From an optimization exercise on the open Yosys and OpenROAD flow, aimed at small area, a short achievable clock period and few clock cycles; shortcuts taken in it are not production practice. At most, simulation tests tie the RTL to the original design; equivalence was not proved.

==> job 6471 <==
==> flow/design.v <==
module riscv_multicycle(input           clk, rst,
                        output[29:0]    mem_addr,
                        output[31:0]    mem_wdata,
                        output[3:0]     mem_wstrb,
                        input[31:0]     mem_rdata);
reg         xv;              
reg [29:0]  fpc;             
reg [29:0]  xpc;             
reg [31:7]  xir;             
reg [31:0]  xa, xb;          
reg         x_ld, x_st, x_br, x_jal, x_jalr, x_lui, x_auipc, x_alu, x_imm, x_we;
reg [31:0]  rf [1:31];
wire [2:0]  f3 = xir[14:12];
wire [4:0]  xrd = xir[11:7];
wire [31:0] immI = {{20{xir[31]}}, xir[31:20]};
wire [31:0] immS = {{20{xir[31]}}, xir[31:25], xir[11:7]};
wire [31:0] immB = {{20{xir[31]}}, xir[7], xir[30:25], xir[11:8], 1'b0};
wire [31:0] immJ = {{12{xir[31]}}, xir[19:12], xir[20], xir[30:21], 1'b0};
wire [31:0] immU = {xir[31:12], 12'b0};
wire [31:0] abase = (x_ld | x_st | x_jalr) ? xa : (x_lui ? 32'b0 : {xpc, 2'b00});
wire [31:0] aimm  = x_st ? immS : (x_br ? immB : (x_jal ? immJ : ((x_lui | x_auipc) ? immU : immI)));
wire [31:0] asum  = abase + aimm;
wire        sub   = x_alu & ~x_imm & xir[30];
wire [32:0] diff  = {1'b0, xa} - {1'b0, xb};
wire [31:0] addv  = sub ? diff[31:0] : xa + xb;
wire        ltu   = diff[32];
wire        lt    = (xa[31] ^ xb[31]) ? xa[31] : diff[31];
wire        eq    = (xa == xb);
wire [4:0]  sh    = xb[4:0];
wire        left  = (f3 == 3'b001);
wire [31:0] srcs;
genvar gi;
generate for (gi = 0; gi < 32; gi = gi + 1) begin : rev
    assign srcs[gi] = left ? xa[31-gi] : xa[gi];
end endgenerate
wire        fill  = ~left & xir[30] & xa[31];
wire [31:0] shr   = $signed({fill, srcs}) >>> sh;
wire [31:0] shv;
generate for (gi = 0; gi < 32; gi = gi + 1) begin : rev2
    assign shv[gi] = left ? shr[31-gi] : shr[gi];
end endgenerate
reg  [31:0] aluv;
always @(*) begin
    case (f3)
        3'b000: aluv = addv;
        3'b001: aluv = shv;
        3'b010: aluv = {31'b0, lt};
        3'b011: aluv = {31'b0, ltu};
        3'b100: aluv = xa ^ xb;
        3'b101: aluv = shv;
        3'b110: aluv = xa | xb;
        default: aluv = xa & xb;
    endcase
end
reg         bt;
always @(*) begin
    case (f3)
        3'b000: bt = eq;
        3'b001: bt = ~eq;
        3'b100: bt = lt;
        3'b101: bt = ~lt;
        3'b110: bt = ltu;
        3'b111: bt = ~ltu;
        default: bt = 1'b0;
    endcase
end
wire [29:0] xpc1 = xpc + 30'd1;
wire [1:0]  bo = asum[1:0];
reg  [31:0] ldv;
always @(*) begin
    case (f3[1:0])
        2'b00: begin
            case (bo)
                2'b00: ldv[7:0] = mem_rdata[7:0];
                2'b01: ldv[7:0] = mem_rdata[15:8];
                2'b10: ldv[7:0] = mem_rdata[23:16];
                default: ldv[7:0] = mem_rdata[31:24];
            endcase
            ldv[31:8] = {24{~f3[2] & ldv[7]}};
        end
        2'b01: begin
            ldv[15:0] = bo[1] ? mem_rdata[31:16] : mem_rdata[15:0];
            ldv[31:16] = {16{~f3[2] & ldv[15]}};
        end
        default: ldv = mem_rdata;
    endcase
end
wire [31:0] wd = x_ld ? ldv :
                 (x_jal | x_jalr) ? {xpc1, 2'b00} :
                 (x_lui | x_auipc) ? asum : aluv;
wire        we = xv & x_we;
assign mem_wdata = (f3[1:0] == 2'b00) ? {4{xb[7:0]}} :
                   (f3[1:0] == 2'b01) ? {2{xb[15:0]}} : xb;
reg  [3:0]  strb;
always @(*) begin
    case (f3[1:0])
        2'b00: strb = 4'b0001 << bo;
        2'b01: strb = bo[1] ? 4'b1100 : 4'b0011;
        default: strb = 4'b1111;
    endcase
end
assign mem_wstrb = (xv & x_st) ? strb : 4'b0000;
wire        xmem  = xv & (x_ld | x_st);
wire        redir = x_jal | x_jalr | (x_br & bt);
assign mem_addr = ~xv ? fpc :
                  ((x_ld | x_st | redir) ? asum[31:2] : xpc1);
wire [31:0] ins = mem_rdata;
wire [6:0]  op  = ins[6:0];
wire [4:0]  rs1 = ins[19:15];
wire [4:0]  rs2 = ins[24:20];
wire [4:0]  rd  = ins[11:7];
wire        f_ld    = (op == 7'b0000011);
wire        f_st    = (op == 7'b0100011);
wire        f_br    = (op == 7'b1100011);
wire        f_jal   = (op == 7'b1101111);
wire        f_jalr  = (op == 7'b1100111);
wire        f_lui   = (op == 7'b0110111);
wire        f_auipc = (op == 7'b0010111);
wire        f_op    = (op == 7'b0110011);
wire        f_opimm = (op == 7'b0010011);
wire        f_we    = (rd != 5'd0) & (f_ld | f_jal | f_jalr | f_lui | f_auipc | f_op | f_opimm);
wire [31:0] r1 = (rs1 == 5'd0) ? 32'b0 : rf[rs1];
wire [31:0] r2 = (rs2 == 5'd0) ? 32'b0 : rf[rs2];
wire [31:0] va = (we && rs1 == xrd) ? wd : r1;
wire [31:0] vb = f_opimm ? {{20{ins[31]}}, ins[31:20]} :
                 ((we && rs2 == xrd) ? wd : r2);
always @(posedge clk) begin
    if (we) rf[xrd] <= wd;
end
always @(posedge clk or posedge rst) begin
    if (rst) begin
        xv  <= 1'b0;
        fpc <= 30'b0;
    end
    else if (xmem) begin
        xv  <= 1'b0;
        fpc <= xpc1;
    end
    else begin
        xv  <= 1'b1;
    end
end
always @(posedge clk) begin
    if (~xmem) begin
        xpc     <= mem_addr;
        xir     <= ins[31:7];
        xa      <= va;
        xb      <= vb;
        x_ld    <= f_ld;
        x_st    <= f_st;
        x_br    <= f_br;
        x_jal   <= f_jal;
        x_jalr  <= f_jalr;
        x_lui   <= f_lui;
        x_auipc <= f_auipc;
        x_alu   <= f_op | f_opimm;
        x_imm   <= f_opimm;
        x_we    <= f_we;
    end
end
endmodule
==> flow/run.sh <==
#!/bin/bash
# synth_recipe.tcl (not shown) runs the flow's synth.tcl, then flattens the netlist and writes it again
# the make line also repeats each setting of config.mk as NAME=value (left out here)
make -C /OpenROAD-flow-scripts/flow DESIGN_CONFIG=/design/flow/config.mk WORK_HOME=/design/flow/orfs CLKGATE_MAP_FILE= SYNTH_SCRIPT=/design/flow/synth_recipe.tcl finish
==> flow/config.mk <==
export PLATFORM = sky130hd
export DESIGN_NAME = riscv_multicycle
export DESIGN_NICKNAME = riscv_multicycle
export VERILOG_FILES = /design/flow/design.v
export SDC_FILE = /design/flow/constraint.sdc
export NUM_CORES = 4
export LEC_CHECK = 0
export CAP_MARGIN = 20
export CORE_MARGIN = 2
export CORE_UTILIZATION = 40
export SLEW_MARGIN = 20
==> flow/constraint.sdc <==
create_clock -name core_clock -period 11.0 [get_ports {clk}]
set_input_delay 2.2000 -clock core_clock [delete_from_list [all_inputs] [get_ports {clk}]]
set_output_delay 2.2000 -clock core_clock [all_outputs]
set_load 0.01 [all_outputs]
==> job 4060: changes against job 6471 <==
--- a/flow/design.v
+++ b/flow/design.v
@@ -1,31 +1,80 @@
+module pfx_add #(parameter W = 32)
+               (input[W-1:0]    a, b,
+                input           ci,
+                output[W-1:0]   s);
+localparam L = 5;               
+wire [W-1:0] g [0:L];
+wire [W-1:0] p [0:L];
+assign g[0] = a & b;
+assign p[0] = a ^ b;
+genvar k, i;
+generate
+    for (k = 0; k < L; k = k + 1) begin : lvl
+        for (i = 0; i < W; i = i + 1) begin : bit_
+            if (((i >> k) & 1) == 1) begin : comb
+                localparam integer J = ((i >> k) << k) - 1;
+                assign g[k+1][i] = g[k][i] | (p[k][i] & g[k][J]);
+                assign p[k+1][i] = p[k][i] & p[k][J];
+            end else begin : pass
+                assign g[k+1][i] = g[k][i];
+                assign p[k+1][i] = p[k][i];
+            end
+        end
+    end
+endgenerate
+wire [W:0] c;
+assign c[0] = ci;
+generate
+    for (i = 0; i < W; i = i + 1) begin : cy
+        assign c[i+1] = g[L][i] | (p[L][i] & ci);
+    end
+endgenerate
+assign s = p[0] ^ c[W-1:0];
+endmodule
+module pfx_ltu #(parameter W = 32)
+               (input[W-1:0]    a, b,
+                output          lt, eq);
+localparam L = 5;               
+wire [W-1:0] l [0:L];
+wire [W-1:0] e [0:L];
+assign l[0] = ~a & b;
+assign e[0] = ~(a ^ b);
+genvar k, i;
+generate
+    for (k = 0; k < L; k = k + 1) begin : lvl
+        for (i = 0; i < (W >> (k + 1)); i = i + 1) begin : pair
+            assign l[k+1][i] = l[k][2*i+1] | (e[k][2*i+1] & l[k][2*i]);
+            assign e[k+1][i] = e[k][2*i+1] & e[k][2*i];
+        end
+    end
+endgenerate
+assign lt = l[L][0];
+assign eq = e[L][0];
+endmodule
 module riscv_multicycle(input           clk, rst,
                         output[29:0]    mem_addr,
                         output[31:0]    mem_wdata,
                         output[3:0]     mem_wstrb,
                         input[31:0]     mem_rdata);
 reg         xv;              
-reg [29:0]  fpc;             
 reg [29:0]  xpc;             
 reg [31:7]  xir;             
 reg [31:0]  xa, xb;          
-reg         x_ld, x_st, x_br, x_jal, x_jalr, x_lui, x_auipc, x_alu, x_imm, x_we;
+reg [31:0]  xt;              
+reg         x_ld, x_st, x_br, x_jal, x_jalr, x_lui, x_alu, x_imm, x_we;
 reg [31:0]  rf [1:31];
 wire [2:0]  f3 = xir[14:12];
 wire [4:0]  xrd = xir[11:7];
 wire [31:0] immI = {{20{xir[31]}}, xir[31:20]};
 wire [31:0] immS = {{20{xir[31]}}, xir[31:25], xir[11:7]};
-wire [31:0] immB = {{20{xir[31]}}, xir[7], xir[30:25], xir[11:8], 1'b0};
-wire [31:0] immJ = {{12{xir[31]}}, xir[19:12], xir[20], xir[30:21], 1'b0};
-wire [31:0] immU = {xir[31:12], 12'b0};
-wire [31:0] abase = (x_ld | x_st | x_jalr) ? xa : (x_lui ? 32'b0 : {xpc, 2'b00});
-wire [31:0] aimm  = x_st ? immS : (x_br ? immB : (x_jal ? immJ : ((x_lui | x_auipc) ? immU : immI)));
-wire [31:0] asum  = abase + aimm;
+wire [31:0] asum;
+pfx_add #(32) addradd(.a(xa), .b(xt), .ci(1'b0), .s(asum));
 wire        sub   = x_alu & ~x_imm & xir[30];
-wire [32:0] diff  = {1'b0, xa} - {1'b0, xb};
-wire [31:0] addv  = sub ? diff[31:0] : xa + xb;
-wire        ltu   = diff[32];
-wire        lt    = (xa[31] ^ xb[31]) ? xa[31] : diff[31];
-wire        eq    = (xa == xb);
+wire [31:0] addv;
+pfx_add #(32) aluadd(.a(xa), .b(xb ^ {32{sub}}), .ci(sub), .s(addv));
+wire        ltu, eq;
+pfx_ltu #(32) cmp(.a(xa), .b(xb), .lt(ltu), .eq(eq));
+wire        lt    = ltu ^ xa[31] ^ xb[31];
 wire [4:0]  sh    = xb[4:0];
 wire        left  = (f3 == 3'b001);
 wire [31:0] srcs;
@@ -65,6 +114,9 @@
     endcase
 end
 wire [29:0] xpc1 = xpc + 30'd1;
+wire [29:0] tsh;
+pfx_add #(30) tgtadd(.a(xpc), .b(xt[31:2]), .ci(1'b0), .s(tsh));
+wire [31:0] tsum = {tsh, xt[1:0]};
 wire [1:0]  bo = asum[1:0];
 reg  [31:0] ldv;
 always @(*) begin
@@ -87,7 +139,8 @@
 end
 wire [31:0] wd = x_ld ? ldv :
                  (x_jal | x_jalr) ? {xpc1, 2'b00} :
-                 (x_lui | x_auipc) ? asum : aluv;
+                 x_alu ? aluv :
+                 x_lui ? xt : tsum;
 wire        we = xv & x_we;
 assign mem_wdata = (f3[1:0] == 2'b00) ? {4{xb[7:0]}} :
                    (f3[1:0] == 2'b01) ? {2{xb[15:0]}} : xb;
@@ -101,9 +154,8 @@
 end
 assign mem_wstrb = (xv & x_st) ? strb : 4'b0000;
 wire        xmem  = xv & (x_ld | x_st);
-wire        redir = x_jal | x_jalr | (x_br & bt);
-assign mem_addr = ~xv ? fpc :
-                  ((x_ld | x_st | redir) ? asum[31:2] : xpc1);
+assign mem_addr = (xv & (x_ld | x_st | x_jalr)) ? asum[31:2] :
+                  (xv & (x_jal | (x_br & bt))) ? tsum[31:2] : xpc1;
 wire [31:0] ins = mem_rdata;
 wire [6:0]  op  = ins[6:0];
 wire [4:0]  rs1 = ins[19:15];
@@ -119,8 +171,21 @@
 wire        f_op    = (op == 7'b0110011);
 wire        f_opimm = (op == 7'b0010011);
 wire        f_we    = (rd != 5'd0) & (f_ld | f_jal | f_jalr | f_lui | f_auipc | f_op | f_opimm);
-wire [31:0] r1 = (rs1 == 5'd0) ? 32'b0 : rf[rs1];
-wire [31:0] r2 = (rs2 == 5'd0) ? 32'b0 : rf[rs2];
+wire [31:0] fimm = f_st  ? {{20{ins[31]}}, ins[31:25], ins[11:7]} :
+                   (f_ld | f_jalr) ? {{20{ins[31]}}, ins[31:20]} :
+                   f_br  ? {{20{ins[31]}}, ins[7], ins[30:25], ins[11:8], 1'b0} :
+                   f_jal ? {{12{ins[31]}}, ins[19:12], ins[20], ins[30:21], 1'b0} :
+                           {ins[31:12], 12'b0};
+reg  [31:0] r1, r2;
+integer     ri;
+always @(*) begin
+    r1 = 32'b0;
+    r2 = 32'b0;
+    for (ri = 1; ri < 32; ri = ri + 1) begin
+        r1 = r1 | ({32{rs1 == ri}} & rf[ri]);
+        r2 = r2 | ({32{rs2 == ri}} & rf[ri]);
+    end
+end
 wire [31:0] va = (we && rs1 == xrd) ? wd : r1;
 wire [31:0] vb = f_opimm ? {{20{ins[31]}}, ins[31:20]} :
                  ((we && rs2 == xrd) ? wd : r2);
@@ -130,32 +195,26 @@
 always @(posedge clk or posedge rst) begin
     if (rst) begin
         xv  <= 1'b0;
-        fpc <= 30'b0;
-    end
-    else if (xmem) begin
-        xv  <= 1'b0;
-        fpc <= xpc1;
+        xpc <= {30{1'b1}};
     end
     else begin
-        xv  <= 1'b1;
+        xv  <= ~xmem;
+        if (~xmem) xpc <= mem_addr;
     end
 end
 always @(posedge clk) begin
-    if (~xmem) begin
-        xpc     <= mem_addr;
-        xir     <= ins[31:7];
-        xa      <= va;
-        xb      <= vb;
-        x_ld    <= f_ld;
-        x_st    <= f_st;
-        x_br    <= f_br;
-        x_jal   <= f_jal;
-        x_jalr  <= f_jalr;
-        x_lui   <= f_lui;
-        x_auipc <= f_auipc;
-        x_alu   <= f_op | f_opimm;
-        x_imm   <= f_opimm;
-        x_we    <= f_we;
-    end
+    xir     <= ins[31:7];
+    xa      <= va;
+    xb      <= vb;
+    xt      <= fimm;
+    x_ld    <= f_ld;
+    x_st    <= f_st;
+    x_br    <= f_br;
+    x_jal   <= f_jal;
+    x_jalr  <= f_jalr;
+    x_lui   <= f_lui;
+    x_alu   <= f_op | f_opimm;
+    x_imm   <= f_opimm;
+    x_we    <= f_we;
 end
 endmodule
- CORE_UTILIZATION: 40 -> 45
- SETUP_SLACK_MARGIN: unset -> 5
==> job 1838: changes against job 6471 <==
--- a/flow/design.v
+++ b/flow/design.v
@@ -4,27 +4,21 @@
                         output[3:0]     mem_wstrb,
                         input[31:0]     mem_rdata);
 reg         xv;              
-reg [29:0]  fpc;             
 reg [29:0]  xpc;             
 reg [31:7]  xir;             
 reg [31:0]  xa, xb;          
-reg         x_ld, x_st, x_br, x_jal, x_jalr, x_lui, x_auipc, x_alu, x_imm, x_we;
+reg [31:0]  xt;              
+reg         x_ld, x_st, x_br, x_jal, x_jalr, x_lui, x_alu, x_imm, x_we;
 reg [31:0]  rf [1:31];
 wire [2:0]  f3 = xir[14:12];
 wire [4:0]  xrd = xir[11:7];
 wire [31:0] immI = {{20{xir[31]}}, xir[31:20]};
 wire [31:0] immS = {{20{xir[31]}}, xir[31:25], xir[11:7]};
-wire [31:0] immB = {{20{xir[31]}}, xir[7], xir[30:25], xir[11:8], 1'b0};
-wire [31:0] immJ = {{12{xir[31]}}, xir[19:12], xir[20], xir[30:21], 1'b0};
-wire [31:0] immU = {xir[31:12], 12'b0};
-wire [31:0] abase = (x_ld | x_st | x_jalr) ? xa : (x_lui ? 32'b0 : {xpc, 2'b00});
-wire [31:0] aimm  = x_st ? immS : (x_br ? immB : (x_jal ? immJ : ((x_lui | x_auipc) ? immU : immI)));
-wire [31:0] asum  = abase + aimm;
+wire [31:0] asum  = xa + (x_st ? immS : immI);
 wire        sub   = x_alu & ~x_imm & xir[30];
-wire [32:0] diff  = {1'b0, xa} - {1'b0, xb};
-wire [31:0] addv  = sub ? diff[31:0] : xa + xb;
-wire        ltu   = diff[32];
-wire        lt    = (xa[31] ^ xb[31]) ? xa[31] : diff[31];
+wire [31:0] addv  = sub ? xa - xb : xa + xb;
+wire        ltu   = xa < xb;
+wire        lt    = $signed(xa) < $signed(xb);
 wire        eq    = (xa == xb);
 wire [4:0]  sh    = xb[4:0];
 wire        left  = (f3 == 3'b001);
@@ -65,6 +59,7 @@
     endcase
 end
 wire [29:0] xpc1 = xpc + 30'd1;
+wire [31:0] tsum = (x_lui ? 32'b0 : {xpc, 2'b00}) + xt;
 wire [1:0]  bo = asum[1:0];
 reg  [31:0] ldv;
 always @(*) begin
@@ -87,7 +82,7 @@
 end
 wire [31:0] wd = x_ld ? ldv :
                  (x_jal | x_jalr) ? {xpc1, 2'b00} :
-                 (x_lui | x_auipc) ? asum : aluv;
+                 x_alu ? aluv : tsum;
 wire        we = xv & x_we;
 assign mem_wdata = (f3[1:0] == 2'b00) ? {4{xb[7:0]}} :
                    (f3[1:0] == 2'b01) ? {2{xb[15:0]}} : xb;
@@ -101,9 +96,8 @@
 end
 assign mem_wstrb = (xv & x_st) ? strb : 4'b0000;
 wire        xmem  = xv & (x_ld | x_st);
-wire        redir = x_jal | x_jalr | (x_br & bt);
-assign mem_addr = ~xv ? fpc :
-                  ((x_ld | x_st | redir) ? asum[31:2] : xpc1);
+assign mem_addr = (xv & (x_ld | x_st | x_jalr)) ? asum[31:2] :
+                  (xv & (x_jal | (x_br & bt))) ? tsum[31:2] : xpc1;
 wire [31:0] ins = mem_rdata;
 wire [6:0]  op  = ins[6:0];
 wire [4:0]  rs1 = ins[19:15];
@@ -119,8 +113,19 @@
 wire        f_op    = (op == 7'b0110011);
 wire        f_opimm = (op == 7'b0010011);
 wire        f_we    = (rd != 5'd0) & (f_ld | f_jal | f_jalr | f_lui | f_auipc | f_op | f_opimm);
-wire [31:0] r1 = (rs1 == 5'd0) ? 32'b0 : rf[rs1];
-wire [31:0] r2 = (rs2 == 5'd0) ? 32'b0 : rf[rs2];
+wire [31:0] fimm = f_br  ? {{20{ins[31]}}, ins[7], ins[30:25], ins[11:8], 1'b0} :
+                   f_jal ? {{12{ins[31]}}, ins[19:12], ins[20], ins[30:21], 1'b0} :
+                           {ins[31:12], 12'b0};
+reg  [31:0] r1, r2;
+integer     ri;
+always @(*) begin
+    r1 = 32'b0;
+    r2 = 32'b0;
+    for (ri = 1; ri < 32; ri = ri + 1) begin
+        r1 = r1 | ({32{rs1 == ri}} & rf[ri]);
+        r2 = r2 | ({32{rs2 == ri}} & rf[ri]);
+    end
+end
 wire [31:0] va = (we && rs1 == xrd) ? wd : r1;
 wire [31:0] vb = f_opimm ? {{20{ins[31]}}, ins[31:20]} :
                  ((we && rs2 == xrd) ? wd : r2);
@@ -130,32 +135,26 @@
 always @(posedge clk or posedge rst) begin
     if (rst) begin
         xv  <= 1'b0;
-        fpc <= 30'b0;
-    end
-    else if (xmem) begin
-        xv  <= 1'b0;
-        fpc <= xpc1;
+        xpc <= {30{1'b1}};
     end
     else begin
-        xv  <= 1'b1;
+        xv  <= ~xmem;
+        if (~xmem) xpc <= mem_addr;
     end
 end
 always @(posedge clk) begin
-    if (~xmem) begin
-        xpc     <= mem_addr;
-        xir     <= ins[31:7];
-        xa      <= va;
-        xb      <= vb;
-        x_ld    <= f_ld;
-        x_st    <= f_st;
-        x_br    <= f_br;
-        x_jal   <= f_jal;
-        x_jalr  <= f_jalr;
-        x_lui   <= f_lui;
-        x_auipc <= f_auipc;
-        x_alu   <= f_op | f_opimm;
-        x_imm   <= f_opimm;
-        x_we    <= f_we;
-    end
+    xir     <= ins[31:7];
+    xa      <= va;
+    xb      <= vb;
+    xt      <= fimm;
+    x_ld    <= f_ld;
+    x_st    <= f_st;
+    x_br    <= f_br;
+    x_jal   <= f_jal;
+    x_jalr  <= f_jalr;
+    x_lui   <= f_lui;
+    x_alu   <= f_op | f_opimm;
+    x_imm   <= f_opimm;
+    x_we    <= f_we;
 end
 endmodule
- SETUP_SLACK_MARGIN: unset -> 5
==> results.txt <==
item	job 6471	job 1838	job 4060
Share of final layout cell area taken by clock buffers and inverters	5.44%	5.88%	5.85%
Fin area	0.0734 mm2	0.0723 mm2	0.0710 mm2
Complex-gate fraction of the synthesized area	9.68%	23.5%	22.0%
Average wire per standard cell	36.9 um	45.0 um	47.8 um
Count of inserted tapcells	2175	2016	1768
Classification of the worst setup path	reg2out	reg2reg	reg2reg
Die boundary height	409 um	393 um	371 um
Per-instance average area after synthesis	14.2 um2	11.6 um2	11.6 um2
Status	no timing/DRC/antenna violations	no timing/DRC/antenna violations	no timing/DRC/antenna violations
Non-clock buffers	234	494	408
Global-route wire length before repair	355000 um	454000 um	460000 um
Fmax achieved	0.102 GHz	0.153 GHz	0.154 GHz
Area fraction of the dominant cell type after synthesis	51.3%	49.1%	49.2%
Testbench counts of job 4060, summed over its fixed seeds: cycles 74,868.
Function not checked in job 6471 and job 1838: the RTL went through the layout flow alone.

separate check: timing with driven ports:
Ports are ideal in the flow. The routed layouts listed here were re-timed in OpenROAD.
Step 1 assumes that a clkbuf_16 drives the clock port and a buf_2 every other input.
Step 2 moves the port delays by t, midway between the first and last clock arrival at a register: inputs arrive t later, outputs are due t later. That takes back most of the time a late clock gives input paths.
Slacks: no drivers / after step 1 / after step 2; pairs: no drivers / after step 1.
run	shift t [ns]	setup slack, ns	slew at the worst register clock pin (ns)
job 6471	0.831	1.191 / 1.103 / 1.933	0.09 / 0.09
job 4060	0.849	4.511 / 4.511 / 3.914	0.08 / 0.08
job 1838	0.851	4.446 / 4.423 / 4.144	0.07 / 0.07
After both steps setup and hold are still met in every run listed. The setup slack of job 4060, which loses most, moves by 0.000 ns with the drivers and by -0.597 ns with both steps.
